What follows belongs to an exercise in optimizing a design on an open flow for small area, a short achievable clock period and few clock cycles per item; a production flow would make more cautious choices. At most, simulation tests tie the RTL to the original design; equivalence was not proved. Function not checked in runs 1 to 4 and 8: the RTL went through the layout flow alone.

## flow/design.v (module list and top-level ports; edited modules follow where they fit)
// module inv: 76 lines
// module inv_csub: 4098 lines
// module inv_add: 4642 lines
module inv #(parameter WIDTH = 256)
   (
   input  wire               clk,
   input  wire               reset_n,
   input  wire               start_inv,
   input  wire [WIDTH - 1:0] a,
   input  wire [WIDTH - 1:0] P,
   output wire               done_inv,
   output wire [WIDTH:0]     result
   );
  // ...
==> flow/run.sh <==
#!/bin/bash
# synth_recipe.tcl (not shown) runs the flow's synth.tcl, then flattens the netlist and writes it again
# the make line also repeats each setting of config.mk as NAME=value (left out here)
make -C /OpenROAD-flow-scripts/flow DESIGN_CONFIG=/design/flow/config.mk WORK_HOME=/design/flow/orfs CLKGATE_MAP_FILE= SYNTH_SCRIPT=/design/flow/synth_recipe.tcl finish
==> flow/config.mk <==
export PLATFORM = sky130hd
export DESIGN_NAME = inv
export DESIGN_NICKNAME = inv
export VERILOG_FILES = /design/flow/design.v
export SDC_FILE = /design/flow/constraint.sdc
export NUM_CORES = 4
export LEC_CHECK = 0
export ABC_CLOCK_PERIOD_IN_PS = 4000
export CAP_MARGIN = 20
export CELL_PAD_IN_SITES_DETAIL_PLACEMENT = 1
export CELL_PAD_IN_SITES_GLOBAL_PLACEMENT = 2
export CORE_MARGIN = 2
export CORE_UTILIZATION = 40
export SETUP_SLACK_MARGIN = 5
export SLEW_MARGIN = 20
==> flow/constraint.sdc <==
create_clock -name core_clock -period 10.0 [get_ports {clk}]
set_input_delay 2.0000 -clock core_clock [delete_from_list [all_inputs] [get_ports {clk}]]
set_output_delay 2.0000 -clock core_clock [all_outputs]
set_load 0.01 [all_outputs]
==> results.ini, run 1 <==
[final_layout]
finalNonFillerCells=13700
clock_buffers=210

[floorplanning]
die_w_um=458.3
initial_utilization_pct=40.28
die-area_mm2=0.2101

[setup_path]
crit_required_ns=10.79
endpoint=CU[147]
path_delay_family=simple AND/OR/NAND/NOR gates
reg2regPathDepth=10
cp_cell_sequence=nor4_1 > nand4_1 > nor4_1 > nand4_1 > o21ai_4 > buf_6 > buf_6 > nor2_1 > a2111oi_4 > a21o_1

[global_route]
grt_pass1_vias=87190

[run_status]
outcome=complete, no violations

[synth]
synth.largest_area_cell=edfxtp_1
synth_enable_flop_cells=511
synth_cells=9892
netlist_area_mm2=0.08257
synth_top_cells_by_count=nand2_1 (1420), a21oi_1 (824), nor2_1 (617)

[sta]
max_freq_ghz=0.1820
fin_crit_ns=5.496
hold_violations=0

[clock_tree]
cts_max_level=4
post_cts_buffers=145
cts_sinks=1037

[routing]
first_iter_violations=7755
wl_met2_um=200900

==> module inv, before the edit <==
module inv #(parameter WIDTH = 256)
   (
   input  wire               clk,
   input  wire               reset_n,
   input  wire               start_inv,
   input  wire [WIDTH - 1:0] a,
   input  wire [WIDTH - 1:0] P,
   output wire               done_inv,
   output wire [WIDTH:0]     result
   );
   reg  [255:0] U, V, CV;
   reg  [256:0] CU;
   reg  [9:0]   cnt;
   reg          busy, ph2, done, sig;
   assign done_inv = done;
   assign result   = CU;
   wire         load = start_inv & ~busy & ~done;
   wire [254:0] x = U[255:1];
   wire [254:0] y = V[255:1];
   wire         ge, eq_unused;
   wire [254:0] dm;
   inv_csub u_csub (.x(x), .y(y), .ge(ge), .eq(eq_unused), .d(dm));
   wire         even = ~U[0];
   wire         fin  = ~even & ~(|x) & ~(|y);
   wire [1:0]   m = ph2  ? 2'd0 :
                    even ? (U[1] ? 2'd0 : U[2] ? 2'd1 : 2'd2) :
                    (x[0] ^ y[0]) ? 2'd0 : (x[1] ^ y[1]) ? 2'd1 : 2'd2;
   wire [254:0] z  = even ? x : dm;
   wire [254:0] zs = (m == 2'd0) ? z : (m == 2'd1) ? {1'b0, z[254:1]} : {2'b0, z[254:2]};
   wire         swp = ~even & ~ge & ~ph2;
   wire [256:0] sum;
   wire         sge;
   inv_add u_add (.a(CU), .b(ph2 ? ~{1'b0, CV} : {1'b0, CV}), .ci(ph2), .s(sum), .co(sge));
   wire [256:0] zc  = (swp | (fin & sig)) ? {1'b0, CV} : CU;
   wire [256:0] zcs = (m == 2'd0) ? {zc[255:0], 1'b0} :
                      (m == 2'd1) ? {zc[254:0], 2'b0} : {zc[253:0], 3'b0};
   wire [9:0] cnt_n = cnt + (fin ? 10'd1 : {8'd0, m} + 10'd1);
   always @(posedge clk or negedge reset_n) begin
      if (!reset_n) begin
         busy <= 1'b0;
         done <= 1'b0;
         ph2  <= 1'b0;
         sig  <= 1'b0;
         cnt  <= 10'd0;
      end else if (!start_inv) begin
         busy <= 1'b0;
         done <= 1'b0;
      end else if (load) begin
         busy <= 1'b1;
         ph2  <= 1'b0;
         sig  <= 1'b1;
         cnt  <= 10'd0;
      end else if (busy) begin
         cnt <= cnt_n;
         if (fin)
            ph2 <= 1'b1;
         if (swp)
            sig <= ~sig;
         if (cnt_n[9]) begin
            busy <= 1'b0;
            done <= 1'b1;
         end
      end else begin
         done <= 1'b0;
      end
   end
   always @(posedge clk) begin
      U  <= load ? a : {1'b0, zs};
      if (load | swp)
         V <= load ? P : U;
      CU <= load ? 257'd0 : (ph2 & sge) ? {sum[255:0], 1'b0} :
            fin ? {zc[255:0], 1'b0} : zcs;
      if (load | (busy & ~ph2 & ~even))
         CV <= load ? 256'd1 : sum[255:0];
   end
endmodule
==> run 2, diff against run 1 <==
--- a/flow/design.v
+++ b/flow/design.v
@@ -18,27 +18,31 @@
    wire [254:0] x = U[255:1];
    wire [254:0] y = V[255:1];
    wire         ge, eq_unused;
    wire [254:0] dm;
    inv_csub u_csub (.x(x), .y(y), .ge(ge), .eq(eq_unused), .d(dm));
    wire         even = ~U[0];
    wire         fin  = ~even & ~(|x) & ~(|y);
    wire [1:0]   m = ph2  ? 2'd0 :
-                    even ? (U[1] ? 2'd0 : U[2] ? 2'd1 : 2'd2) :
-                    (x[0] ^ y[0]) ? 2'd0 : (x[1] ^ y[1]) ? 2'd1 : 2'd2;
+                    even ? (U[1] ? 2'd0 : U[2] ? 2'd1 : U[3] ? 2'd2 : 2'd3) :
+                    (x[0] ^ y[0]) ? 2'd0 : (x[1] ^ y[1]) ? 2'd1 :
+                    (x[2] ^ y[2]) ? 2'd2 : 2'd3;
    wire [254:0] z  = even ? x : dm;
-   wire [254:0] zs = (m == 2'd0) ? z : (m == 2'd1) ? {1'b0, z[254:1]} : {2'b0, z[254:2]};
+   wire [254:0] zs = (m == 2'd0) ? z : (m == 2'd1) ? {1'b0, z[254:1]} :
+                     (m == 2'd2) ? {2'b0, z[254:2]} : {3'b0, z[254:3]};
    wire         swp = ~even & ~ge & ~ph2;
    wire [256:0] sum;
    wire         sge;
-   inv_add u_add (.a(CU), .b(ph2 ? ~{1'b0, CV} : {1'b0, CV}), .ci(ph2), .s(sum), .co(sge));
+   wire [256:0] sumv;
+   inv_add u_add (.a(CU), .b({ph2, CV}), .ci(ph2), .fi(fin), .s(sum), .sv(sumv), .co(sge));
    wire [256:0] zc  = (swp | (fin & sig)) ? {1'b0, CV} : CU;
    wire [256:0] zcs = (m == 2'd0) ? {zc[255:0], 1'b0} :
-                      (m == 2'd1) ? {zc[254:0], 2'b0} : {zc[253:0], 3'b0};
+                      (m == 2'd1) ? {zc[254:0], 2'b0} :
+                      (m == 2'd2) ? {zc[253:0], 3'b0} : {zc[252:0], 4'b0};
    wire [9:0] cnt_n = cnt + (fin ? 10'd1 : {8'd0, m} + 10'd1);
    always @(posedge clk or negedge reset_n) begin
       if (!reset_n) begin
          busy <= 1'b0;
          done <= 1'b0;
          ph2  <= 1'b0;
          sig  <= 1'b0;
          cnt  <= 10'd0;
@@ -66,17 +70,17 @@
    end
    always @(posedge clk) begin
       U  <= load ? a : {1'b0, zs};
       if (load | swp)
          V <= load ? P : U;
       CU <= load ? 257'd0 : (ph2 & sge) ? {sum[255:0], 1'b0} :
             fin ? {zc[255:0], 1'b0} : zcs;
       if (load | (busy & ~ph2 & ~even))
-         CV <= load ? 256'd1 : sum[255:0];
+         CV <= load ? 256'd1 : sumv[255:0];
    end
 endmodule
 module inv_csub (input wire [254:0] x, input wire [254:0] y,
                  output wire ge, output wire eq, output wire [254:0] d);
    wire [254:0] cs_p = ~(x ^ y);
    wire [254:0] cs_g = x & ~y;
    wire [254:0] cs_G0, cs_P0;
    assign cs_G0[0] = cs_g[0];
@@ -4167,18 +4171,18 @@
    assign cs_G7[254] = cs_G6[254] | (cs_P6[254] & cs_G6[127]);
    assign cs_P7[254] = cs_P6[254] & cs_P6[127];
    assign ge = cs_G7[254] | cs_P7[254];
    assign eq = cs_P7[254];
    wire [254:0] c1 = {cs_G7[253:0] | cs_P7[253:0], 1'b1};
    wire [254:0] c0 = {cs_G7[253:0], 1'b0};
    assign d = ge ? (cs_p ^ c1) : ~(cs_p ^ c0);
 endmodule
-module inv_add (input wire [256:0] a, input wire [256:0] b, input wire ci,
-                output wire [256:0] s, output wire co);
+module inv_add (input wire [256:0] a, input wire [256:0] b, input wire ci, input wire fi,
+                output wire [256:0] s, output wire [256:0] sv, output wire co);
    wire [256:0] ad_p = a ^ b;
    wire [256:0] ad_g = {a[256:1] & b[256:1], (a[0] & b[0]) | (ad_p[0] & ci)};
    wire [256:0] ad_G0, ad_P0;
    assign ad_G0[0] = ad_g[0];
    assign ad_P0[0] = ad_p[0];
    assign ad_G0[1] = ad_g[1] | (ad_p[1] & ad_g[0]);
    assign ad_P0[1] = ad_p[1] & ad_p[0];
    assign ad_G0[2] = ad_g[2];
@@ -8807,10 +8811,11 @@
    assign ad_P8[253] = ad_P7[253];
    assign ad_G8[254] = ad_G7[254];
    assign ad_P8[254] = ad_P7[254];
    assign ad_G8[255] = ad_G7[255];
    assign ad_P8[255] = ad_P7[255];
    assign ad_G8[256] = ad_G7[256] | (ad_P7[256] & ad_G7[255]);
    assign ad_P8[256] = ad_P7[256] & ad_P7[255];
    assign s = ad_p ^ {ad_G8[255:0], ci};
+   assign sv = (ad_p ^ {257{fi}}) ^ {ad_G8[255:0], ci};
    assign co = ad_G8[256];
 endmodule
==> flow/config.mk (replaced) <==
export PLATFORM = sky130hd
export DESIGN_NAME = inv
export DESIGN_NICKNAME = inv
export VERILOG_FILES = /design/flow/design.v
export SDC_FILE = /design/flow/constraint.sdc
export NUM_CORES = 4
export LEC_CHECK = 0
export ABC_CLOCK_PERIOD_IN_PS = 3000
export CAP_MARGIN = 20
export CELL_PAD_IN_SITES_DETAIL_PLACEMENT = 1
export CELL_PAD_IN_SITES_GLOBAL_PLACEMENT = 2
export CORE_MARGIN = 2
export CORE_UTILIZATION = 40
export SETUP_SLACK_MARGIN = 5
export SLEW_MARGIN = 20
==> run 2 against run 1 <==
Die area grew 3.0%; non-clock buffer count fell by 126; critical path depth rose by 10; routed wire length is 3.5% higher; synthesized area grew 3.0%; final cell count increased by 2.9%; sequential share of layout area is 0.19 points higher; first-iteration DRC count up 19%; maximum frequency grew 3.2%.
==> results.ini, run 2 <==
[run_status]
outcome=complete, no violations

[clock_tree]
clk_latency_ns=0.84
cts_buffer_depth=3
path_clk_slew_ns=0.06
clock-root-buffer=clkbuf_16
cts_max_level=4  ; unchanged
cts_tree=built
cts_buffers=141
cts_sinks=1037  ; unchanged

[final_layout]
utilization_pct=52.32
nNetsFinal=12160
multi_input_area_mm2=0.05987
layout_common_cells=nand2_1 (1284), nor2_1 (870), a21oi_1 (784)
fillers=24180
drive_above_1_share_pct=15.54
layout_commonest_cell=nand2_1
register_area_mm2=0.02598
finalNonFillerCells=14090  ; +2.9%
area_growth_pct=30.22
reg_top3=CU: 256 flops, CV: 256 flops, U: 256 flops

[synth]
synth_enable_flop_cells=511  ; unchanged
synth_top_cells_by_count=nand2_1 (1310), nor2_1 (900), a21oi_1 (880)
netlist_area_mm2=0.08504  ; +3.0%
synth.largest_area_cell=edfxtp_1
synthArstFlopShare_pct=1.350
synth_cells=10270  ; +3.8%
avgSynthCellArea_um2=8.284
synth_seq_area_share_pct=30.51
ys_ff_latch=1037
ys.flop_type=dfxtp_1
synth_cell_types=116
yosysMostFrequentCell=nand2_1
synth.top_cell.area_share_pct=18.04
netlist_top_cells_area=edfxtp_1 (18%), dfxtp_1 (12%), ha_1 (7.7%)
syn-num-nets=11320
yosys_warnings=1

[sta]
fin_worst_skew_ns=0.04640
max_freq_ghz=0.1878  ; +3.2%
fin_crit_ns=5.325  ; -0.1710 ns
hold_violations=0  ; unchanged
period_share_pct=53.25
tightestPinTransition_ns=1.344
finalSetupViolCount=0
slew_viol_final=0
fin_tns_setup_ns=0
max_slew_margin_pct=10.28
rsz0062_at_grt=yes
timing.final.ws_setup_ns=4.675

[floorplanning]
die-area_mm2=0.2163  ; +3.0%
die_w_um=465.1  ; +1.5%
io_pins=773
core_area_mm2=0.2117
initial_utilization_pct=40.18  ; -0.10 points
die_h_um=465.1
num_rows=169

[placement]
hpwlAfterDp_um=279500
place_inst=13340
numPortBuffers=770
routabilityCongestion=0.9418
place_ws_ns=2.587

[setup_path]
cp_cell_sequence=ha_1 > nand2_1 > nor3_1 > o311ai_1 > a31oi_1 > a211oi_1 > buf_4 > o21ai_2 > a21oi_1 > and2_4 > a2bb2oi_4 > o31ai_4 > a21oi_4 > buf_6 > o21ai_4 > buf_12 > buf_4 > buf_8 > nand2_2 > o22ai_1
crit_required_ns=10.71  ; -0.08 ns
critPathMaxStageDelay_ns=0.49
cp_num_buf_inv=5
startpoint_type=flop
critPathSlowestCell=nor3_1
reg2regPathDepth=20  ; +10
path_delay_family=compound AO/OA/AOI/OAI gates
worstPathArrival_ns=6.04
crit_top_cell=buf_4
rr_endpoint=CU[249]
rrSetupSlack_ns=4.68
rr_startpoint=CV[104]
path_class=flop to flop
critPathMaxFanout=7
endpoint_kind=flop

[global_route]
grt_max_degree=181
gr-total-overflow=0
antenna_found_initial=68
grt_usage_pct=37.75
grt_first_pass_wirelength_um=614200
grt_pass1_vias=88510  ; +1.5%

[routing]
drt-total-wl_um=461000
viasPerCell=6.456
wl_met2_um=202900  ; +0.99%
drtPass1Iterations=7
first_iter_violations=9195  ; +19%
routedWlPerCell_um=32.71
drc_errors=0
num_vias=90990
top_layer_used=met5
antenna_left=0
wl_met1_um=176900
met3_length_um=45230

[worst_hold_path]
min_from=cnt[2]
holdPathEnd=cnt[2]
hold_class=flop to flop
hold-path-cell-count=2

[flow_run]
maxCapViolCount=0

## run 2: stage by stage
stage / hold WS [ns] / cell area, um2
after floorplan: 0.4563 / 85190
after global placement: 0.4727 / 95100
after detailed placement: 0.4908 / 95100
after CTS: 0.5033 / 103700
after global routing: 0.5331 / 110700
final: 0.5001 / 110700
## run 2: timing repair
item / CTS / global route
pin swaps: 66 / 230
endpoints found under the setup margin: 1183 / 990
gates cloned: 42 / 87
hold buffers: 0 / 0
endpoints found under the hold margin: 0 / 0
resized for setup: 396 / 801
buffers inserted: 125 / 195
## run 2: worst max-delay path by stage
stage                        from      end  slack, ns  depth (start not counted)
after floorplan             V[38]   V[100]       2.43                         14
after global placement        ph2   CU[58]       2.55                         19
after detailed placement      ph2  CU[230]       2.59                         20
after CTS                     ph2  CU[160]       4.89                         23
after global routing      CV[161]  CU[249]       4.69                         20
final                     CV[104]  CU[249]       4.68                         20
## run 2: routing by layer
metal | global-route usage (%) | vias up
li1 | - | 39670
met1 | 46.67 | 45640
met2 | 58.93 | 4446
met3 | 9.204 | 1211
met4 | 23.72 | 26
met5 | 0 | -
## run 2: logic make-up (layout without fill, tap and decap cells)
group / Yosys count / after routing / synth area share [%]
xor+xnor: 725 / 725 / 7.467
compound gates: 3163 / 3167 / 24.60
flops: 1037 / 1037 / 30.51
mux: 720 / 720 / 8.679
simple gates: 3047 / 3058 / 15.76
other cells: 1 / 49 / 0.004410
buf+inv: 1035 / 1980 / 4.927
fa+ha+maj: 537 / 537 / 8.051
## run 2: tightest hold or removal path, cell delays in order, from the launching register on
cell and delay [ns]:
dfrtp_1 0.35, nand2_1 0.05, o21ai_0 0.06
## run 2: layout make-up
type                       instances  area share [%]
antenna                           48          0.1085
sequential                      1037           23.46
clock buffer                     196           3.622
inverter                         408           1.402
clock inverter                    65          0.5853
multi-input combinational       8208           54.07
tap                             2821           3.187
timing repair buffer            1311           13.56
==> run 3, diff against run 2 <==
--- a/flow/config.mk
+++ b/flow/config.mk
@@ -6,5 +6,4 @@
 export NUM_CORES = 4
 export LEC_CHECK = 0
-export ABC_CLOCK_PERIOD_IN_PS = 3000
 export CAP_MARGIN = 20
 export CELL_PAD_IN_SITES_DETAIL_PLACEMENT = 1
@@ -14,2 +13,3 @@
 export SETUP_SLACK_MARGIN = 5
 export SLEW_MARGIN = 20
+export TNS_END_PERCENT = 5
==> run 3 against run 2 <==
Worst hold slack worse by 0.0056 ns; synthesized area unchanged; final cell count down 1.8%; count of clock-buffer cells in the layout up 19; core utilization down 3.0 points; global-route usage down 0.95 points; clock skew down 0.0020 ns; non-clock buffer count down 227.
==> results.ini, run 3 <==
[run_status]
outcome=complete, no violations

[sta]
slew_viol_final=0  ; unchanged
fin_worst_skew_ns=0.04442  ; -0.001987 ns
period_share_pct=53.00  ; -0.25 points
hold_violations=0  ; unchanged
fin_tns_setup_ns=0  ; unchanged
max_slew_margin_pct=12.28  ; +2.0 points
tightestPinTransition_ns=1.316  ; -0.02859 ns
finalSetupViolCount=0  ; unchanged
max_freq_ghz=0.1887  ; +0.47%
fin_crit_ns=5.300  ; -0.02488 ns
timing.final.ws_setup_ns=4.700  ; +0.02488 ns
rsz0062_at_grt=yes

[setup_path]
critPathMaxFanout=152  ; +145
endpoint_kind=flop
startpoint_type=flop
path_delay_family=simple AND/OR/NAND/NOR gates
worstPathArrival_ns=5.96  ; -0.08 ns
rrSetupSlack_ns=4.70  ; +0.02 ns
reg2regPathDepth=12  ; -40%
cp_num_buf_inv=4  ; -1
critPathSlowestCell=nor4_1
rr_startpoint=V[73]
path_class=flop to flop
crit_required_ns=10.66  ; -0.05 ns
rr_endpoint=CU[225]
cp_cell_sequence=nor4_2 > nand4_1 > nor4_1 > nand4_1 > buf_4 > o21ai_4 > buf_4 > buf_16 > buf_6 > a222oi_1 > nand2_1 > a21oi_1
critPathMaxStageDelay_ns=0.80  ; +0.31 ns

[routing]
viasPerCell=6.334  ; -1.9%
antenna_left=0  ; unchanged
routedWlPerCell_um=30.59  ; -6.5%
num_vias=87630  ; -3.7%
drc_errors=0  ; unchanged
drtPass1Iterations=9  ; +2
drt-total-wl_um=423300  ; -8.2%
first_iter_violations=7748  ; -16%

[synth]
netlist_area_mm2=0.08504  ; unchanged
ys_ff_latch=1037  ; unchanged
yosysMostFrequentCell=nand2_1
synth_cells=10270  ; unchanged
synth_seq_area_share_pct=30.51  ; unchanged
synth.top_cell.area_share_pct=18.04  ; unchanged
yosys_warnings=1  ; unchanged
synth.largest_area_cell=edfxtp_1
synth_cell_types=116  ; unchanged
ys.flop_type=dfxtp_1
avgSynthCellArea_um2=8.284  ; unchanged
synth_top_cells_by_count=nand2_1 (1310), nor2_1 (900), a21oi_1 (880)
synthArstFlopShare_pct=1.350  ; unchanged
syn-num-nets=11320  ; unchanged
netlist_top_cells_area=edfxtp_1 (18%), dfxtp_1 (12%), ha_1 (7.7%)
synth_enable_flop_cells=511  ; unchanged

[clock_tree]
clock-root-buffer=clkbuf_16
cts_max_level=4  ; unchanged
cts_sinks=1037  ; unchanged
clk_latency_ns=0.82  ; -0.02 ns
cts_hold_buf=0  ; unchanged
cts_buffer_depth=3  ; unchanged
cts_tree=built
path_clk_slew_ns=0.06  ; about the same
cts_buffers=143  ; +1.4%

[final_layout]
nNetsFinal=11930  ; -1.9%
drive_above_1_share_pct=9.917  ; -5.6 points
register_area_mm2=0.02597  ; about the same
area_growth_pct=22.70
final_area_mm2=0.1043  ; -5.8%
reg_top3=CU: 256 flops, CV: 256 flops, U: 256 flops
layout_common_cells=nand2_1 (1295), nor2_1 (878), a21oi_1 (857)
multi_input_area_mm2=0.05702  ; -4.8%
layout_commonest_cell=nand2_1
fillers=24450  ; +1.1%

[floorplanning]
io_pins=773  ; unchanged
die_h_um=465.1  ; unchanged
die_w_um=465.1  ; unchanged
core_area_mm2=0.2117  ; unchanged
initial_utilization_pct=40.18  ; unchanged
num_rows=169  ; unchanged
die-area_mm2=0.2163  ; unchanged

[flow_run]
maxCapViolCount=0  ; unchanged

[global_route]
antenna_found_initial=46  ; -32%
grt_first_pass_wirelength_um=602300  ; -1.9%
gr-total-overflow=0  ; unchanged
grt_max_degree=176  ; -2.8%
grt_pass1_vias=88040  ; -0.52%
grt_usage_pct=36.80  ; -0.95 points

[placement]
hpwlAfterDp_um=281700  ; +0.79%
dpl-instance-area_mm2=0.09520  ; about the same
place_ws_ns=2.601  ; +0.01395 ns
routabilityCongestion=0.9633  ; +2.3%
numPortBuffers=770  ; unchanged

[worst_hold_path]
min_from=cnt[2]
hold-path-cell-count=2  ; unchanged
holdPathEnd=cnt[2]
hold_class=flop to flop

-- run 3: cell counts after synthesis --
Identical to the previous run, type by type.
-- run 3: per-stage QoR --
step / util (%) / instances / hold WS, ns
4_1_cts: 48.45 / 13720 / 0.4959
5_1_grt: 49.28 / 13830 / 0.5294
6_report: 49.30 / 13840 / 0.4945
2_1_floorplan: - / 10270 / 0.4563
3_3_place_gp: 44.96 / 13350 / 0.4792
3_5_place_dp: 44.98 / 13350 / 0.4825
-- run 3: worst reg2reg max path: cells and delay by family (launching register included) --
kind                   cells  cell delay, ns
flip-flops                 1            0.48
buffers and inverters      4            2.04
AO/OA/AOI/OAI              3            0.52
AND/OR/NAND/NOR            5            2.10
-- run 3: layer usage --
metal	global-route usage (%)	wire length [um]	up-vias
met5	0	154	-
met4	21.15	29700	26
met3	8.135	35010	992
met2	58.41	187800	3566
met1	45.95	170600	43860
li1	-	-	39190
-- run 3: worst max-delay path by stage --
stage,from,to,slack (ns),cells after the start
after floorplan,V[38],V[100],2.43,14
after global placement,ph2,CU[248],2.35,19
after detailed placement,ph2,CU[159],2.60,19
after CTS,U[130],V[194],4.79,15
after global routing,CV[97],CU[235],4.67,20
final,V[73],CU[225],4.70,12
-- run 3: layout make-up --
| type | count | share of cell area, % |
|---|---|---|
| antenna | 24 | 0.05756 |
| clock buffer | 215 | 4.054 |
| clock inverter | 47 | 0.4185 |
| inverter | 408 | 1.477 |
| multi-input combinational | 8200 | 54.64 |
| sequential | 1037 | 24.89 |
| tap | 2821 | 3.383 |
| timing repair buffer | 1084 | 11.08 |
-- run 3: cell families after synthesis --
| kind of cell | Yosys count | synth area share (%) |
|---|---|---|
| AO/OA/AOI/OAI | 3163 | 24.60 |
| AND/OR/NAND/NOR | 3047 | 15.76 |
| flip-flops | 1037 | 30.51 |
| buffers and inverters | 1035 | 4.927 |
| XOR/XNOR | 725 | 7.467 |
| multiplexers | 720 | 8.679 |
| adder cells (fa/ha/maj) | 537 | 8.051 |
| other | 1 | 0.004410 |
-- run 3: what timing repair did --
item | CTS | global route
cloned | 29 | 17
setup endpoints to repair | 1032 | 767
hold endpoints to repair | 0 | 0
pin swaps | 44 | 44
setup buffers | 83 | 72
resized for setup | 274 | 201
==> run 4, diff against run 3 <==
==> flow/flow/run.sh (new file) <==
#!/bin/bash
# The standard layout (the standard.sh, all steps), except that the
# input and output ports are buffered with the smallest buffer cell.
set -euo pipefail
bash standard.sh 'BUFFER_PORTS_ARGS=-buffer_cell sky130_fd_sc_hd__buf_1' finish > standard_flow.log 2>&1
==> flow/standard.sh (new file) <==
#!/bin/bash
# synth_recipe.tcl (not shown) runs the flow's synth.tcl, then flattens the netlist and writes it again
# the make line also repeats each setting of config.mk as NAME=value (left out here)
make -C /OpenROAD-flow-scripts/flow DESIGN_CONFIG=/design/flow/config.mk WORK_HOME=/design/flow/orfs CLKGATE_MAP_FILE= SYNTH_SCRIPT=/design/flow/synth_recipe.tcl "${@:-finish}"
removed: flow/run.sh
==> run 4 against run 3 <==
Maximum frequency increased by 2.2%; routed wire length increased by 1.2%; critical path depth increased by 11; count of clock-buffer cells in the layout increased by 5; core utilization decreased by 1.4 points; synthesized area unchanged.
==> results.ini, run 4 <==
[synth]
yosys_warnings=1  ; unchanged
synth.top_cell.area_share_pct=18.04  ; unchanged
synth_enable_flop_cells=511  ; unchanged
ys.flop_type=dfxtp_1
netlist_area_mm2=0.08504  ; unchanged
synth-xor-area-share_pct=7.467  ; unchanged
yosys.area_share.simple_pct=15.76  ; unchanged
avgSynthCellArea_um2=8.284  ; unchanged
synth_top_family_by_area=compound AO/OA/AOI/OAI gates
synth.largest_area_cell=edfxtp_1
netlist_top_cells_area=edfxtp_1 (18%), dfxtp_1 (12%), ha_1 (7.7%)
synthArstFlopShare_pct=1.350  ; unchanged
synth_compound_area_share_pct=24.60  ; unchanged
syn-num-nets=11320  ; unchanged
synth_top_cells_by_count=nand2_1 (1310), nor2_1 (900), a21oi_1 (880)
synth_cells=10270  ; unchanged
synth_seq_area_share_pct=30.51  ; unchanged
synth_cell_types=116  ; unchanged
yosysMostFrequentCell=nand2_1
synthMuxAreaShare_pct=8.679  ; unchanged
ys_ff_latch=1037  ; unchanged
yosys.area_share.adder_pct=8.051  ; unchanged

[global_route]
grt_first_pass_wirelength_um=604800  ; +0.41%
antenna_found_initial=50  ; +8.7%
grt_pass1_vias=87670  ; -0.43%
gr-total-overflow=0  ; unchanged
grt_usage_pct=37.09  ; +0.29 points
grt_max_degree=178  ; +1.1%

[sta]
tightestPinTransition_ns=1.132  ; -0.1835 ns
finalSetupViolCount=0  ; unchanged
max_slew_margin_pct=23.93  ; +12 points
rsz0062_at_grt=yes
max_freq_ghz=0.1928  ; +2.2%
fin_crit_ns=5.188  ; -0.1121 ns
fin_worst_skew_ns=0.03070  ; -0.01372 ns
period_share_pct=51.88  ; -1.1 points
fin_tns_setup_ns=0  ; unchanged
hold_violations=0  ; unchanged
slew_viol_final=0  ; unchanged

[setup_path]
rrSetupSlack_ns=4.81  ; +0.11 ns
critPathMaxFanout=8  ; -95%
startpoint_type=flop
worstPathArrival_ns=5.85  ; -0.11 ns
crit_top_cell=a21oi_1
endpoint_kind=flop
path_class=flop to flop
cp_num_buf_inv=8  ; +4
critPathMaxStageDelay_ns=0.47  ; -0.33 ns
path_delay_family=compound AO/OA/AOI/OAI gates
crit_required_ns=10.66  ; about the same
critPathSlowestCell=o211ai_1
cp_cell_sequence=inv_1 > ha_1 > and4_1 > and4_4 > inv_1 > o211ai_1 > nand3_2 > buf_4 > nand2_8 > a221oi_4 > buf_12 > a31oi_4 > buf_6 > buf_16 > buf_16 > buf_12 > mux2i_4 > xor2_2 > a21oi_1 > a21oi_1 > o21ai_0 > a21oi_1 > o21ai_0

[floorplanning]
num_rows=169  ; unchanged
core_area_mm2=0.2117  ; unchanged
initial_utilization_pct=40.18  ; unchanged
io_pins=773  ; unchanged
die_w_um=465.1  ; unchanged
die_h_um=465.1  ; unchanged
die-area_mm2=0.2163  ; unchanged

[final_layout]
layout_commonest_cell=nand2_1
reg_top3=CU: 256 flops, CV: 256 flops, U: 256 flops
drive_above_1_share_pct=11.40  ; +1.5 points
fillers=24990  ; +2.2%
area_growth_pct=19.15
final_area_mm2=0.1013  ; -2.9%
nNetsFinal=12000  ; +0.61%
layout_common_cells=nand2_1 (1293), nor2_1 (879), a21oi_1 (844)
finalNonFillerCells=13920  ; +0.60%

[routing]
antenna_left=0  ; unchanged
wl_met2_um=191800  ; +2.1%
viasPerCell=6.320  ; -0.22%
drtPass1Iterations=8  ; -1
drc_errors=0  ; unchanged
routedWlPerCell_um=30.78  ; +0.60%
drt-total-wl_um=428400  ; +1.2%
first_iter_violations=7822  ; +0.96%
top_layer_used=met5
num_vias=87970  ; +0.38%
wl_met1_um=172100  ; +0.90%
met3_length_um=36790  ; +5.1%

[clock_tree]
cts_buffers=143  ; unchanged
path_clk_slew_ns=0.06  ; about the same
clk_latency_ns=0.83  ; about the same
cts_tree=built
clock-root-buffer=clkbuf_16
cts_hold_buf=0  ; unchanged
cts_sinks=1037  ; unchanged
cts_buffer_depth=3  ; unchanged
cts_max_level=4  ; unchanged

[placement]
numPortBuffers=770  ; unchanged
hpwlAfterDp_um=282500  ; +0.28%
place_inst=13350  ; -0.0075%
dpl-instance-area_mm2=0.09031  ; -5.1%
routabilityCongestion=0.9493  ; -1.5%

[flow_run]
maxCapViolCount=0  ; unchanged

[worst_hold_path]
hold_class=flop to flop

[run_status]
outcome=complete, no violations

run 4: metal layers:
metal,vias up,global-route usage (%)
li1,39320,-
met1,44180,46.36
met2,3547,58.58
met3,899,8.699
met4,24,21.03
met5,-,0
run 4: logic make-up (layout without fill, tap and decap cells):
kind of cell               after synthesis  count (layout)
buffers and inverters                 1035            1830
other                                    1              33
adders and majority gates              537             537
xor gates and xnor gates               725             725
and+or+nand+nor                       3047            3050
DFF                                   1037            1037
AOI/OAI and AO/OA                     3163            3166
muxes                                  720             720
run 4: repair_timing:
item	4_1_cts	5_1_grt
pin swaps	43	88
endpoints found under the setup margin	1028	830
hold endpoints to repair	0	0
cloned	35	17
buffers inserted	88	135
gates resized for setup	317	336
run 4: tightest hold or removal path, stage by stage, from the launching register on:
cell and delay [ns]:
dfrtp_1 0.35, nand2_1 0.05, o21ai_0 0.06
run 4: area by class of cell:
type	count	area, um2	area share [%]
Sequential cell	1037	25980	25.65
Tap cell	2821	3530	3.484
Clock inverter	44	449.2	0.4433
Clock buffer	220	4312	4.255
Multi-Input combinational cell	8199	57790	57.03
Antenna cell	32	80.08	0.07903
Inverter	408	1555	1.535
Timing Repair Buffer	1158	7625	7.525
run 4: worst paths after layout:
kind                           to  depth (start not counted)  startpoint
setup / recovery           U[224]                         23      V[105]
hold / removal             cnt[2]                          2      cnt[2]
setup reg to reg           U[224]                         23      V[105]
hold reg to reg            cnt[2]                          2      cnt[2]
max in group asynchronous     ph2                          1     reset_n
min in group asynchronous  cnt[5]                          1     reset_n
run 4: metrics by stage:
| stage | util [%] | hold slack [ns] | worst slack (ns) |
|---|---|---|---|
| final | 47.87 | 0.4930 | 4.812 |
| after global routing | 47.85 | 0.5332 | 4.710 |
| after CTS | 46.39 | 0.5006 | 4.650 |
| after detailed placement | 42.67 | 0.4862 | 2.578 |
| after global placement | 42.66 | 0.4714 | 2.701 |
| after floorplan | - | 0.4563 | 2.432 |
==> run 5, diff against run 4 <==
--- a/flow/design.v
+++ b/flow/design.v
@@ -23,5 +23,13 @@
    wire         even = ~U[0];
    wire         fin  = ~even & ~(|x) & ~(|y);
-   wire [1:0]   m = ph2  ? 2'd0 :
+   wire [31:0]  ctop = CU[256:225];
+   wire [255:0] pm   = ~CV;                     
+   wire         lt1  = ctop < {2'b0, pm[255:226]};
+   wire         lt2  = ctop < {3'b0, pm[255:227]};
+   wire         lt3  = ctop < {4'b0, pm[255:228]};
+   wire [1:0]   jw   = lt3 ? 2'd3 : lt2 ? 2'd2 : lt1 ? 2'd1 : 2'd0;
+   wire [1:0]   jl   = (cnt[8:2] != 7'h7f) ? 2'd3 : ~cnt[1:0];    
+   wire [1:0]   j2   = (jw < jl) ? jw : jl;
+   wire [1:0]   m = ph2  ? j2 :
                     even ? (U[1] ? 2'd0 : U[2] ? 2'd1 : U[3] ? 2'd2 : 2'd3) :
                     (x[0] ^ y[0]) ? 2'd0 : (x[1] ^ y[1]) ? 2'd1 :
--- a/flow/config.mk
+++ b/flow/config.mk
@@ -11,4 +11,5 @@
 export CORE_MARGIN = 2
 export CORE_UTILIZATION = 40
+export CTS_BUF_LIST = sky130_fd_sc_hd__clkbuf_8
 export SETUP_SLACK_MARGIN = 5
 export SLEW_MARGIN = 20
==> run 5 against run 4 <==
Still clean; count of clock-buffer cells in the layout grew 17; synthesized cell count shrank 0.95%; routed wire length grew 10%; setup slack got worse by 0.26 ns.
==> results.ini, run 5 <==
[clock_tree]
clk_latency_ns=1.01  ; +0.18 ns
clock-root-buffer=clkbuf_8
cts_buffers=207  ; +45%
cts_tree=built
cts_hold_buf=0  ; unchanged
cts_buffer_depth=3  ; unchanged
cts_sinks=1037  ; unchanged
cts_max_level=4  ; unchanged
path_clk_slew_ns=0.06  ; about the same

[sta]
tightestPinTransition_ns=1.165  ; +0.03216 ns
slew_viol_final=0  ; unchanged
fin_crit_ns=5.448  ; +0.2607 ns
max_freq_ghz=0.1835  ; -4.8%
fin_tns_setup_ns=0  ; unchanged
rsz0062_at_grt=yes
max_slew_margin_pct=21.65  ; -2.3 points
timing.final.ws_setup_ns=4.552  ; -0.2607 ns
holdWs_ns=0.4823  ; -0.01070 ns
hold_violations=0  ; unchanged
fin_worst_skew_ns=0.05678  ; +0.02608 ns
period_share_pct=54.48  ; +2.6 points
finalSetupViolCount=0  ; unchanged

[floorplanning]
io_pins=773  ; unchanged
initial_utilization_pct=40.24  ; +0.060 points
die_h_um=468.4  ; +0.71%
die_w_um=468.4  ; +0.71%
num_rows=170  ; +0.59%
die-area_mm2=0.2194  ; +1.4%
core_area_mm2=0.2144  ; +1.3%

[final_layout]
layout_common_cells=nand2_1 (1240), buf_1 (770), nor2_1 (720)
fillers=25100  ; +0.46%
finalNonFillerCells=14070  ; +1.1%
utilization_pct=48.34  ; +0.47 points
area_growth_pct=20.15
reg_top3=CU: 256 flops, CV: 256 flops, U: 256 flops
drive_above_1_share_pct=11.32  ; -0.086 points
nNetsFinal=12160  ; +1.3%
layout_commonest_cell=nand2_1

[global_route]
grt_pass1_vias=91020  ; +3.8%
grt_first_pass_wirelength_um=637200  ; +5.4%
met1_usage_pct=48.23  ; +1.9 points
grt_max_degree=151  ; -15%
gr-total-overflow=0  ; unchanged
use_met2_pct=61.61  ; +3.0 points
grt.busiest_layer=met2
antenna_found_initial=45  ; -10%
grt_usage_pct=39.09  ; +2.0 points
met3_usage_pct=8.776  ; +0.077 points

[placement]
place_ws_ns=2.813  ; +0.2355 ns
hpwlAfterDp_um=291800  ; +3.3%
numPortBuffers=770  ; unchanged
routabilityCongestion=0.9387  ; -1.1%
place_inst=13260  ; -0.64%

[synth]
avgSynthCellArea_um2=8.485  ; +2.4%
synth_cells=10170  ; -0.95%
ys_ff_latch=1037  ; unchanged
synth_enable_flop_cells=511  ; unchanged
synth_cell_types=113  ; -2.6%
syn-num-nets=11310  ; -0.11%
synth_seq_area_share_pct=30.07  ; -0.43 points
synth.largest_area_cell=edfxtp_1
netlist_area_mm2=0.08627  ; +1.4%
synth_top_cells_by_count=nand2_1 (1260), nor2_1 (745), a21oi_1 (689)
yosys_warnings=1  ; unchanged
ys.flop_type=dfxtp_1
synthArstFlopShare_pct=1.350  ; unchanged
netlist_top_cells_area=edfxtp_1 (18%), dfxtp_1 (12%), ha_1 (8.8%)
synth.top_cell.area_share_pct=17.79  ; -0.26 points
yosysMostFrequentCell=nand2_1

[routing]
viasPerCell=6.581  ; +4.1%
antenna_left=0  ; unchanged
num_vias=92600  ; +5.3%
first_iter_violations=9255  ; +18%
drc_errors=0  ; unchanged
drtPass1Iterations=6  ; -2
drt-total-wl_um=472000  ; +10%
routedWlPerCell_um=33.54  ; +9.0%

[run_status]
outcome=complete, no violations

[setup_path]
crit_required_ns=10.87  ; +0.21 ns
critPathMaxFanout=48  ; +40
worstPathArrival_ns=6.32  ; +0.47 ns
startpoint_type=flop
endpoint_kind=flop
path_class=flop to flop

[worst_hold_path]
hold_class=flop to flop

[flow_run]
maxCapViolCount=0  ; unchanged

-- run 5: cell types whose count changed after synthesis, sizes merged, moves of 77 or more --
cell     before  now
a21oi       884  695
a222oi       84    7
a22oi       219  515
a32o          2  161
ha          520  606
mux2i       590  512
nor2        904  745
o21ai       666  415
o2bb2ai     122   16
-- run 5: kinds of logic after synthesis --
logic type / count (synthesis) / synth area share, %
compound gates: 3216 / 26.26
simple gates: 2999 / 15.79
flops: 1037 / 30.07
buf+inv: 1035 / 4.825
xor+xnor: 649 / 6.589
fa+ha+maj: 623 / 9.184
mux: 607 / 7.272
other cells: 1 / 0.004347
-- run 5: per-layer routing --
metal	routed length, um	vias to the layer above	share of wire [%]
met3	44540	1266	9.4
li1	-	40120	-
met4	37640	22	8.0
met2	207800	4677	44
met1	181900	46510	39
met5	148	-	0.031
-- run 5: area by class of cell --
| class | instances | area (um2) | share of cell area, % |
|---|---|---|---|
| Clock buffer | 237 | 3262 | 3.147 |
| Inverter | 399 | 1543 | 1.488 |
| Sequential cell | 1037 | 25960 | 25.04 |
| Tap cell | 2838 | 3551 | 3.426 |
| Antenna cell | 30 | 75.07 | 0.07243 |
| Clock inverter | 155 | 867.1 | 0.8365 |
| Multi-Input combinational cell | 8114 | 58070 | 56.03 |
| Timing Repair Buffer | 1261 | 10320 | 9.961 |
-- run 5: critical path: stages (launching register included) --
cell and delay, ns:
edfxtp_1 0.42, nor4_1 0.77, nand4_1 0.35, nor4_1 0.99
nand4_1 0.31, nor3_2 0.28, buf_4 0.37, a22oi_2 0.17
buf_12 0.18, bufbuf_16 0.38, mux2i_1 0.60, a22oi_1 0.19
o2111ai_1 0.14, o21ai_0 0.12
-- run 5: through the flow --
stage,instance area (um2)
2_1_floorplan,86290
3_3_place_gp,91560
3_5_place_dp,91570
4_1_cts,100700
5_1_grt,103600
6_report,103700
-- run 5: path summary, 6_finish.rpt --
check / end / startpoint / slack (ns) / cells after the start
max in group asynchronous: ph2 / reset_n / 8.40 / 1
min in group asynchronous: cnt[5] / reset_n / 1.05 / 1
min reg2reg: cnt[6] / cnt[6] / 0.48 / 1
min: cnt[6] / cnt[6] / 0.48 / 1
max reg2reg: CU[96] / V[39] / 4.55 / 13
max: CU[96] / V[39] / 4.55 / 13
-- run 5: repair_timing --
| item | CTS | global route |
|---|---|---|
| endpoints found under the setup margin | 990 | 914 |
| gates cloned | 71 | 53 |
| pin swaps | 89 | 74 |
| gates resized for setup | 390 | 221 |
| setup buffers | 155 | 107 |
Testbench counts of run 5, summed over its fixed seeds: cycles 22,407, items 72.
==> run 6, diff against run 5 <==
--- a/flow/config.mk
+++ b/flow/config.mk
@@ -11,5 +11,4 @@
 export CORE_MARGIN = 2
 export CORE_UTILIZATION = 40
-export CTS_BUF_LIST = sky130_fd_sc_hd__clkbuf_8
 export SETUP_SLACK_MARGIN = 5
 export SLEW_MARGIN = 20
==> run 6 against run 5 <==
Still clean; synthesized cell count did not move; flip-flop and latch count unchanged; setup slack better by 0.028 ns; clock skew is 0.031 ns lower; sequential share of layout area is 0.13 points higher; count of clock-buffer cells in the layout fell by 45; synthesized area unchanged; via count decreased by 1.7%.
==> results.ini, run 6 <==
[synth]
synth_enable_flop_cells=511  ; unchanged
synth_cells=10170  ; unchanged
synth_top_cells_by_count=nand2_1 (1260), nor2_1 (745), a21oi_1 (689)
synth_seq_area_share_pct=30.07  ; unchanged
avgSynthCellArea_um2=8.485  ; unchanged
yosys_warnings=1  ; unchanged
ys.flop_type=dfxtp_1
synth_cell_types=113  ; unchanged
syn-num-nets=11310  ; unchanged
synth.largest_area_cell=edfxtp_1
netlist_area_mm2=0.08627  ; unchanged
synthArstFlopShare_pct=1.350  ; unchanged
ys_ff_latch=1037  ; unchanged
netlist_top_cells_area=edfxtp_1 (18%), dfxtp_1 (12%), ha_1 (8.8%)
yosysMostFrequentCell=nand2_1
synth.top_cell.area_share_pct=17.79  ; unchanged

[routing]
first_iter_violations=8968  ; -3.1%
drtPass1Iterations=6  ; unchanged
num_vias=91050  ; -1.7%
drc_errors=0  ; unchanged
routedWlPerCell_um=33.12  ; -1.3%
antenna_left=0  ; unchanged
drt-total-wl_um=459000  ; -2.7%
viasPerCell=6.569  ; -0.18%

[final_layout]
layout_common_cells=nand2_1 (1241), buf_1 (770), nor2_1 (719)
finalNonFillerCells=13860  ; -1.5%
area_growth_pct=19.53
layout_commonest_cell=nand2_1
nNetsFinal=12020  ; -1.2%
drive_above_1_share_pct=10.27  ; -1.1 points
reg_top3=CU: 256 flops, CV: 256 flops, U: 256 flops

[sta]
period_share_pct=54.21  ; -0.28 points
fin_crit_ns=5.421  ; -0.02782 ns
hold_violations=0  ; unchanged
fin_worst_skew_ns=0.02626  ; -0.03052 ns
max_slew_margin_pct=17.55  ; -4.1 points
fin_tns_setup_ns=0  ; unchanged
finalSetupViolCount=0  ; unchanged
rsz0062_at_grt=yes
tightestPinTransition_ns=1.237  ; +0.07218 ns
slew_viol_final=0  ; unchanged
max_freq_ghz=0.1845  ; +0.51%

[placement]
numPortBuffers=770  ; unchanged
place_inst=13260  ; unchanged
hpwlAfterDp_um=291800  ; unchanged
routabilityCongestion=0.9387  ; unchanged

[worst_hold_path]
min_from=cnt[6]
hold_class=flop to flop

[setup_path]
startpoint_type=flop
rr_startpoint=V[2]
critPathMaxFanout=31  ; -35%
worstSetupStartpoint=V[2]
worstPathArrival_ns=6.13  ; -0.19 ns
path_class=flop to flop
endpoint_kind=flop
crit_required_ns=10.71  ; -0.16 ns

[global_route]
grt_first_pass_wirelength_um=637800  ; about the same
grt_pass1_vias=90620  ; -0.44%
grt_usage_pct=39.19  ; +0.092 points
gr-total-overflow=0  ; unchanged
antenna_found_initial=43  ; -4.4%
grt_max_degree=151  ; unchanged

[clock_tree]
cts_tree=built
cts_max_level=4  ; unchanged
clk_latency_ns=0.82  ; -0.19 ns
cts_buffers=139  ; -33%
path_clk_slew_ns=0.07  ; about the same
cts_sinks=1037  ; unchanged
cts_buffer_depth=3  ; unchanged
clock-root-buffer=clkbuf_16

[floorplanning]
io_pins=773  ; unchanged
initial_utilization_pct=40.24  ; unchanged
die-area_mm2=0.2194  ; unchanged
die_h_um=468.4  ; unchanged
die_w_um=468.4  ; unchanged
core_area_mm2=0.2144  ; unchanged
num_rows=170  ; unchanged

[run_status]
outcome=complete, no violations

[flow_run]
maxCapViolCount=0  ; unchanged

==> run 6: cell counts after synthesis <==
Identical to the previous run, type by type.
==> run 6: layout make-up <==
type | instances | area [um2]
Fill cell | 25000 | 111300
Multi-Input combinational cell | 8113 | 58090
Sequential cell | 1037 | 25960
Timing Repair Buffer | 1188 | 9283
Clock buffer | 192 | 3955
Tap cell | 2838 | 3551
Inverter | 399 | 1543
Clock inverter | 67 | 664.4
Antenna cell | 27 | 67.56
==> run 6: through the flow <==
step	setup slack, ns	hold WS, ns	cell area [um2]	utilization [%]
floorplan	4.636	0.4489	86290	-
CTS	4.706	0.4875	101200	47.19
finish	4.579	0.4770	103100	48.09
global placement	2.668	0.4672	91560	42.70
detailed placement	2.813	0.4767	91570	42.71
global route	4.429	0.4988	103100	48.08
==> run 6: timing repair <==
action	in CTS	in global routing
buffers inserted	159	47
cloned	73	33
pin swaps	89	63
endpoints found under the setup margin	991	949
hold buffers	0	0
gates resized for setup	382	162
==> run 6: final timing paths <==
path / to / slack (ns) / cells past startpoint
max: CU[171] / 4.58 / 16
min: cnt[6] / 0.48 / 1
max reg2reg: CU[171] / 4.58 / 16
min reg2reg: cnt[6] / 0.48 / 1
max in group asynchronous: ph2 / 8.19 / 1
min in group asynchronous: cnt[9] / 1.26 / 1
==> run 6: per-layer routing <==
metal,part of all wire (%),track usage [%],vias up
met4,7.5,24.42,20
met5,0.030,0,-
met2,44,61.85,4296
met1,39,48.73,45760
li1,-,-,39800
met3,8.7,8.308,1177
==> run 6: critical path, stage by stage, from the launching register on <==
cell      delay [ns]
edfxtp_1        0.45
inv_1           0.12
ha_1            0.44
nand4_1         0.28
nor4_4          0.42
and3_1          0.36
and3_2          0.34
nand2_4         0.22
a31o_4          0.35
a31o_4          0.33
a22oi_2         0.22
buf_12          0.21
buf_6           0.24
buf_16          0.29
mux2i_1         0.51
a22oi_1         0.17
a32o_1          0.31
==> run 6: logic make-up after synthesis <==
group,count (synthesis),synth area share (%)
compound gates,3216,26.26
mux,607,7.272
simple gates,2999,15.79
other cells,1,0.004347
flops,1037,30.07
fa+ha+maj,623,9.184
buf+inv,1035,4.825
xor+xnor,649,6.589
==> run 7, diff against run 6 <==
==> flow/flow/run.sh (replaced) <==
#!/bin/bash
set -euo pipefail
bash standard.sh 'BUFFER_PORTS_ARGS=-buffer_cell sky130_fd_sc_hd__buf_1' SETUP_SLACK_MARGIN=6.5 finish > standard_flow.log 2>&1
==> run 7 against run 6 <==
Count of clock-buffer cells in the layout up 18; register-to-register slack worse by 0.07 ns; critical path depth up 14; core utilization down 0.61 points; highest routed layer unchanged; routed wire length up 0.27%; maximum frequency down 1.3%; first-iteration DRC count down 3.8%.
==> results.ini, run 7 <==
[run_status]
outcome=complete, no violations

[synth]
synth_top_cells_by_count=nand2_1 (1260), nor2_1 (745), a21oi_1 (689)
synthArstFlopShare_pct=1.350  ; unchanged
ys_ff_latch=1037  ; unchanged
netlist_area_mm2=0.08627  ; unchanged
yosys_warnings=1  ; unchanged
ys.flop_type=dfxtp_1
synth_cell_types=113  ; unchanged
syn-num-nets=11310  ; unchanged
yosysMostFrequentCell=nand2_1
synth.largest_area_cell=edfxtp_1
synth.top_cell.area_share_pct=17.79  ; unchanged
synth_enable_flop_cells=511  ; unchanged
synth_cells=10170  ; unchanged
synth_seq_area_share_pct=30.07  ; unchanged
netlist_top_cells_area=edfxtp_1 (18%), dfxtp_1 (12%), ha_1 (8.8%)
avgSynthCellArea_um2=8.485  ; unchanged

[sta]
fin_crit_ns=5.493  ; +0.07215 ns
max_freq_ghz=0.1821  ; -1.3%
hold_violations=0  ; unchanged
max_slew_margin_pct=16.20  ; -1.4 points
slew_viol_final=0  ; unchanged
period_share_pct=54.93  ; +0.72 points
tightestPinTransition_ns=1.257  ; +0.02036 ns
timing.final.ws_setup_ns=4.507  ; -0.07215 ns
fin_tns_setup_ns=0  ; unchanged
rsz0062_at_grt=yes
holdWs_ns=0.4844  ; +0.007382 ns
fin_worst_skew_ns=0.02664  ; +0.0003847 ns
finalSetupViolCount=0  ; unchanged

[setup_path]
path_class=flop to flop
critPathMaxStageDelay_ns=0.45  ; -0.06 ns
worstPathArrival_ns=6.21  ; +0.08 ns
critPathSlowestCell=edfxtp_1
crit_top_cell=o21a_1
endpoint_kind=flop
crit_required_ns=10.71  ; about the same
critPathMaxFanout=8  ; -74%
startpoint_type=flop

[placement]
numPortBuffers=770  ; unchanged
hpwlAfterDp_um=293800  ; +0.67%
routabilityCongestion=0.9410  ; +0.25%
place_ws_ns=2.658  ; -0.1552 ns

[global_route]
grt_first_pass_wirelength_um=644900  ; +1.1%
grt_pass1_vias=91300  ; +0.74%
grt_max_degree=190  ; +26%
gr-total-overflow=0  ; unchanged
antenna_found_initial=42  ; -2.3%
grt_usage_pct=39.63  ; +0.44 points

[floorplanning]
io_pins=773  ; unchanged
die_w_um=468.4  ; unchanged
core_area_mm2=0.2144  ; unchanged
num_rows=170  ; unchanged
initial_utilization_pct=40.24  ; unchanged
die_h_um=468.4  ; unchanged
die-area_mm2=0.2194  ; unchanged

[final_layout]
multi_input_area_mm2=0.05775  ; -0.59%
area_growth_pct=18.01
fillers=25230  ; +0.95%
drive_above_1_share_pct=9.333  ; -0.93 points
utilization_pct=47.48  ; -0.61 points
layout_common_cells=nand2_1 (1238), buf_1 (770), nor2_1 (720)
register_area_mm2=0.02596  ; about the same
reg_top3=CU: 256 flops, CV: 256 flops, U: 256 flops
nNetsFinal=11950  ; -0.58%
layout_commonest_cell=nand2_1

[routing]
routedWlPerCell_um=33.36  ; +0.75%
num_vias=90540  ; -0.57%
drc_errors=0  ; unchanged
drt-total-wl_um=460300  ; +0.27%
antenna_left=0  ; unchanged
viasPerCell=6.563  ; about the same
drtPass1Iterations=6  ; unchanged
first_iter_violations=8629  ; -3.8%

[clock_tree]
cts_hold_buf=0  ; unchanged
cts_sinks=1037  ; unchanged
cts_max_level=4  ; unchanged
clock-root-buffer=clkbuf_16
cts_buffer_depth=3  ; unchanged
cts_tree=built
cts_buffers=143  ; +2.9%
clk_latency_ns=0.82  ; about the same
path_clk_slew_ns=0.06  ; about the same

[worst_hold_path]
hold_class=flop to flop

[flow_run]
maxCapViolCount=0  ; unchanged

==> run 7: final cells by class <==
cell class,count,area share (%)
multi-input combinational,8110,56.73
timing repair buffer,1117,8.109
clock buffer,210,4.104
antenna,28,0.06882
tap,2838,3.488
sequential,1037,25.50
clock inverter,56,0.5211
inverter,399,1.485
==> run 7: worst paths after layout <==
| kind | endpoint | slack (ns) | start | cells past startpoint |
|---|---|---|---|---|
| hold reg to reg | cnt[6] | 0.48 | cnt[6] | 1 |
| setup reg to reg | CU[128] | 4.51 | CV[228] | 30 |
| min in group asynchronous | cnt[2] | 1.27 | reset_n | 1 |
| max in group asynchronous | ph2 | 8.17 | reset_n | 1 |
| hold / removal | cnt[6] | 0.48 | cnt[6] | 1 |
| setup / recovery | CU[128] | 4.51 | CV[228] | 30 |
==> run 7: metrics by stage <==
step	cells	cell area [um2]
floorplan	10170	86880
global placement	13260	91610
detailed placement	13260	91620
CTS	13720	100600
global route	13770	101800
finish	13800	101800
==> run 7: metal layers <==
metal / global-route usage [%] / part of all wire (%)
met1: 48.19 / 39
met3: 8.929 / 8.6
met4: 26.18 / 7.7
met2: 62.77 / 45
met5: 0 / 0.033
==> run 7: worst max-delay path, delay by kind of cell, from the launching register on <==
| family | cells | cell delay [ns] |
|---|---|---|
| and+or+nand+nor | 6 | 0.81 |
| AOI/OAI and AO/OA | 14 | 2.43 |
| DFF | 1 | 0.45 |
| adders and majority gates | 3 | 0.65 |
| buffers and inverters | 7 | 1.02 |
==> run 7: cells by family after synthesis <==
| logic type | Yosys count | share of synthesized area (%) |
|---|---|---|
| AOI/OAI and AO/OA | 3216 | 26.26 |
| xor gates and xnor gates | 649 | 6.589 |
| adders and majority gates | 623 | 9.184 |
| buffers and inverters | 1035 | 4.825 |
| DFF | 1037 | 30.07 |
| muxes | 607 | 7.272 |
| other | 1 | 0.004347 |
| and+or+nand+nor | 2999 | 15.79 |
==> run 7: what timing repair did <==
| item | CTS | global route |
|---|---|---|
| hold endpoints to repair | 0 | 0 |
| gates cloned | 67 | 24 |
| setup buffers | 129 | 22 |
| pin swaps | 47 | 50 |
| endpoints found under the setup margin | 1650 | 1656 |
| gates resized for setup | 299 | 94 |
==> run 8, diff against run 7 <==
--- a/flow/design.v
+++ b/flow/design.v
@@ -23,19 +23,22 @@
    wire         even = ~U[0];
    wire         fin  = ~even & ~(|x) & ~(|y);
-   wire [31:0]  ctop = CU[256:225];
+   wire [15:0]  ctop = CU[256:241];
    wire [255:0] pm   = ~CV;                     
-   wire         lt1  = ctop < {2'b0, pm[255:226]};
-   wire         lt2  = ctop < {3'b0, pm[255:227]};
-   wire         lt3  = ctop < {4'b0, pm[255:228]};
+   wire [15:0]  ptop = {1'b0, pm[255:241]};
+   wire         gtp  = ctop > ptop;             
+   wire [15:0]  wtop = gtp ? ctop - ptop : ctop;
+   wire         lt1  = wtop < {2'b0, pm[255:242]};
+   wire         lt2  = wtop < {3'b0, pm[255:243]};
+   wire         lt3  = wtop < {4'b0, pm[255:244]};
    wire [1:0]   jw   = lt3 ? 2'd3 : lt2 ? 2'd2 : lt1 ? 2'd1 : 2'd0;
    wire [1:0]   jl   = (cnt[8:2] != 7'h7f) ? 2'd3 : ~cnt[1:0];    
    wire [1:0]   j2   = (jw < jl) ? jw : jl;
-   wire [1:0]   m = ph2  ? j2 :
-                    even ? (U[1] ? 2'd0 : U[2] ? 2'd1 : U[3] ? 2'd2 : 2'd3) :
-                    (x[0] ^ y[0]) ? 2'd0 : (x[1] ^ y[1]) ? 2'd1 :
-                    (x[2] ^ y[2]) ? 2'd2 : 2'd3;
+   wire [1:0]   mu = even ? (U[1] ? 2'd0 : U[2] ? 2'd1 : U[3] ? 2'd2 : 2'd3) :
+                     (x[0] ^ y[0]) ? 2'd0 : (x[1] ^ y[1]) ? 2'd1 :
+                     (x[2] ^ y[2]) ? 2'd2 : 2'd3;
+   wire [1:0]   m  = ph2 ? j2 : mu;
    wire [254:0] z  = even ? x : dm;
-   wire [254:0] zs = (m == 2'd0) ? z : (m == 2'd1) ? {1'b0, z[254:1]} :
-                     (m == 2'd2) ? {2'b0, z[254:2]} : {3'b0, z[254:3]};
+   wire [254:0] zs = (mu == 2'd0) ? z : (mu == 2'd1) ? {1'b0, z[254:1]} :
+                     (mu == 2'd2) ? {2'b0, z[254:2]} : {3'b0, z[254:3]};
    wire         swp = ~even & ~ge & ~ph2;
    wire [256:0] sum;
@@ -43,5 +46,5 @@
    wire [256:0] sumv;
    inv_add u_add (.a(CU), .b({ph2, CV}), .ci(ph2), .fi(fin), .s(sum), .sv(sumv), .co(sge));
-   wire [256:0] zc  = (swp | (fin & sig)) ? {1'b0, CV} : CU;
+   wire [256:0] zc  = (ph2 & sge) ? sum : (swp | (fin & sig)) ? {1'b0, CV} : CU;
    wire [256:0] zcs = (m == 2'd0) ? {zc[255:0], 1'b0} :
                       (m == 2'd1) ? {zc[254:0], 2'b0} :
@@ -81,6 +84,5 @@
       if (load | swp)
          V <= load ? P : U;
-      CU <= load ? 257'd0 : (ph2 & sge) ? {sum[255:0], 1'b0} :
-            fin ? {zc[255:0], 1'b0} : zcs;
+      CU <= load ? 257'd0 : fin ? {zc[255:0], 1'b0} : zcs;
       if (load | (busy & ~ph2 & ~even))
          CV <= load ? 256'd1 : sumv[255:0];
==> flow/flow/run.sh (replaced) <==
#!/bin/bash
# The standard layout (the standard.sh, all steps), except that the
# input and output ports are buffered with the smallest buffer cell.
set -euo pipefail
bash standard.sh 'BUFFER_PORTS_ARGS=-buffer_cell sky130_fd_sc_hd__buf_1' finish > standard_flow.log 2>&1
==> run 8 against run 7 <==
Core utilization is 0.51 points lower; routed wire length up 0.30%; synthesized cell count rose by 10%; first-iteration DRC count down 0.51%; via count rose by 4.8%; clock skew is 0.011 ns higher; maximum frequency decreased by 19%; synthesized area increased by 3.5%; highest routed layer unchanged.
==> results.ini, run 8 <==
[run_status]
outcome=complete, no violations

[sta]
tightestPinTransition_ns=1.362  ; +0.1050 ns
fin_worst_skew_ns=0.03719  ; +0.01055 ns
finalSetupViolCount=0  ; unchanged
holdWs_ns=0.4938  ; +0.009418 ns
max_slew_margin_pct=8.356  ; -7.8 points
max_freq_ghz=0.1469  ; -19%
hold_violations=0  ; unchanged
rsz0062_at_grt=yes
slew_viol_final=0  ; unchanged
fin_tns_setup_ns=0  ; unchanged

[final_layout]
finalNonFillerCells=14900  ; +8.0%
area_growth_pct=16.89
layout_common_cells=nand2_1 (1661), nor2_1 (952), a21oi_1 (822)
nNetsFinal=12890  ; +7.9%
layout_commonest_cell=nand2_1
reg_top3=CU: 256 flops, CV: 256 flops, U: 256 flops
drive_above_1_share_pct=8.465  ; -0.87 points

[synth]
synth_cell_types=108  ; -4.4%
netlist_top_cells_area=edfxtp_1 (17%), dfxtp_1 (11%), ha_1 (7.8%)
synthArstFlopShare_pct=1.350  ; unchanged
syn-num-nets=12300  ; +8.8%
avgSynthCellArea_um2=7.966  ; -6.1%
synthMuxAreaShare_pct=7.076  ; -0.20 points
synth_cells=11200  ; +10%
yosys_warnings=1  ; unchanged
yosys.area_share.adder_pct=8.241  ; -0.94 points
synth_top_cells_by_count=nand2_1 (1680), nor2_1 (982), a21oi_1 (836)
synth-xor-area-share_pct=7.095  ; +0.51 points
synth.largest_area_cell=edfxtp_1
synth_enable_flop_cells=511  ; unchanged
synth_seq_area_share_pct=29.07  ; -1.0 points
ys.flop_type=dfxtp_1
yosys.area_share.simple_pct=18.95  ; +3.2 points
synth_top_family_by_area=compound AO/OA/AOI/OAI gates
synth.top_cell.area_share_pct=17.19  ; -0.59 points

[routing]
drtPass1Iterations=6  ; unchanged
drt-total-wl_um=461600  ; +0.30%
num_vias=94900  ; +4.8%
first_iter_violations=8585  ; -0.51%
drc_errors=0  ; unchanged
viasPerCell=6.368  ; -3.0%
routedWlPerCell_um=30.98  ; -7.2%

[floorplanning]
die_h_um=476.4  ; +1.7%
core_area_mm2=0.2221  ; +3.6%
die_w_um=476.4  ; +1.7%
num_rows=173  ; +1.8%
initial_utilization_pct=40.19  ; -0.051 points

[clock_tree]
path_clk_slew_ns=0.06  ; about the same
cts_max_level=4  ; unchanged
clk_latency_ns=0.82  ; about the same
cts_hold_buf=0  ; unchanged
cts_tree=built
cts_buffers=143  ; unchanged

[setup_path]
path_class=flop to flop
startpoint_type=flop
crit_required_ns=10.74  ; +0.03 ns
critPathMaxFanout=47  ; +39
endpoint_kind=flop

[global_route]
grt_pass1_vias=95050  ; +4.1%
grt_first_pass_wirelength_um=656500  ; +1.8%
antenna_found_initial=19  ; -55%

[placement]
routabilityCongestion=0.9633  ; +2.4%
place_inst=14420  ; +8.8%
hpwlAfterDp_um=316800  ; +7.8%
numPortBuffers=770  ; unchanged

[flow_run]
maxCapViolCount=0  ; unchanged

-- run 8: stage by stage --
stage,cell area [um2],setup slack (ns)
6_report,104300,3.190
3_5_place_dp,94910,1.471
5_1_grt,104300,2.980
2_1_floorplan,89440,3.625
3_3_place_gp,94880,1.513
4_1_cts,102700,3.358
-- run 8: what timing repair did --
item,4_1_cts,5_1_grt
gates resized for setup,256,161
pin swaps,46,38
buffers inserted,91,53
endpoints found under the setup margin,995,1024
gates cloned,43,20
-- run 8: worst paths after layout --
path	start	to	slack [ns]	depth (start not counted)
min in group asynchronous	reset_n	cnt[0]	1.28	1
min reg2reg	sig	sig	0.49	1
max in group asynchronous	reset_n	ph2	8.15	1
max reg2reg	V[142]	U[103]	3.19	17
min	sig	sig	0.49	1
max	V[142]	U[103]	3.19	17
-- run 8: cell families after synthesis --
logic type,Yosys count
xor+xnor,723
flops,1037
mux,618
compound gates,3341
fa+ha+maj,577
other cells,1
buf+inv,1100
simple gates,3807
-- run 8: final cells by class --
| class | count | area [um2] | share of cell area [%] |
|---|---|---|---|
| Clock buffer | 187 | 4040 | 3.873 |
| Sequential cell | 1037 | 25960 | 24.88 |
| Multi-Input combinational cell | 9078 | 60460 | 57.96 |
| Timing Repair Buffer | 1125 | 7586 | 7.272 |
| Inverter | 409 | 1578 | 1.512 |
| Timing Repair inverter | 5 | 98.84 | 0.09475 |
| Antenna cell | 8 | 20.02 | 0.01919 |
| Clock inverter | 78 | 853.3 | 0.8180 |
| Tap cell | 2975 | 3722 | 3.568 |
-- run 8: routing by layer --
layer / wire, um / track usage [%] / share of wire, % / vias to the layer above
li1: - / - / - / 42350
met1: 185700 / 47.53 / 40 / 47450
met2: 205700 / 60.73 / 45 / 4018
met3: 35260 / 7.276 / 7.6 / 1068
met4: 34890 / 23.68 / 7.6 / 12
met5: 81 / 0 / 0.018 / -
-- run 8: critical path, stage by stage, from the launching register on --
cell and delay (ns):
edfxtp_1 0.35, inv_1 0.08, ha_1 0.36, a21oi_1 0.09, o21ai_0 0.70, a211oi_1 0.25
a2111oi_2 1.04, o31ai_4 0.28, nand2_4 0.37, a221o_2 0.74, buf_4 0.83, nor3_1 0.14
a21o_1 0.21, xnor2_1 0.18, a211oi_1 0.51, o21ba_2 0.25, o22ai_1 0.20, a21o_1 0.11

-- static timing again, ports no longer ideal --
In the flow no input, the clock included, has a driving cell. The finished layouts below were timed again as built, in two steps.
Step 1 sets driving cells, clkbuf_16 on the clock port and buf_2 on the other inputs (assumed; they add their load-dependent delay and slew).
Step 2 times the ports against the registers' clock, not the clock port: input delays grow and output delays shrink by t, the midpoint of the rising clock arrivals with the driver on.
a / b / c = ideal / step 1 / step 2; a / b = the first two.
| run | t, ns | setup slack, ns | slew at the worst register clock pin (ns) |
|---|---|---|---|
| run 1 | 0.928 | 4.504 / 4.504 / 4.057 | 0.07 / 0.07 |
| run 2 | 0.916 | 4.675 / 4.675 / 4.094 | 0.07 / 0.07 |
| run 3 | 0.899 | 4.700 / 4.700 / 3.993 | 0.06 / 0.06 |
| run 4 | 0.914 | 4.812 / 4.812 / 4.161 | 0.07 / 0.07 |
| run 5 | 1.077 | 4.552 / 4.552 / 3.940 | 0.07 / 0.07 |
| run 6 | 0.905 | 4.579 / 4.579 / 3.967 | 0.07 / 0.07 |
| run 7 | 0.913 | 4.507 / 4.507 / 4.099 | 0.07 / 0.07 |
| run 8 | 0.897 | 3.190 / 3.190 / 3.190 | 0.07 / 0.07 |
After both steps every run listed still meets setup and hold. For run 3, which loses most, drivers alone change the setup slack by 0.000 ns; drivers and shift together by -0.707 ns.
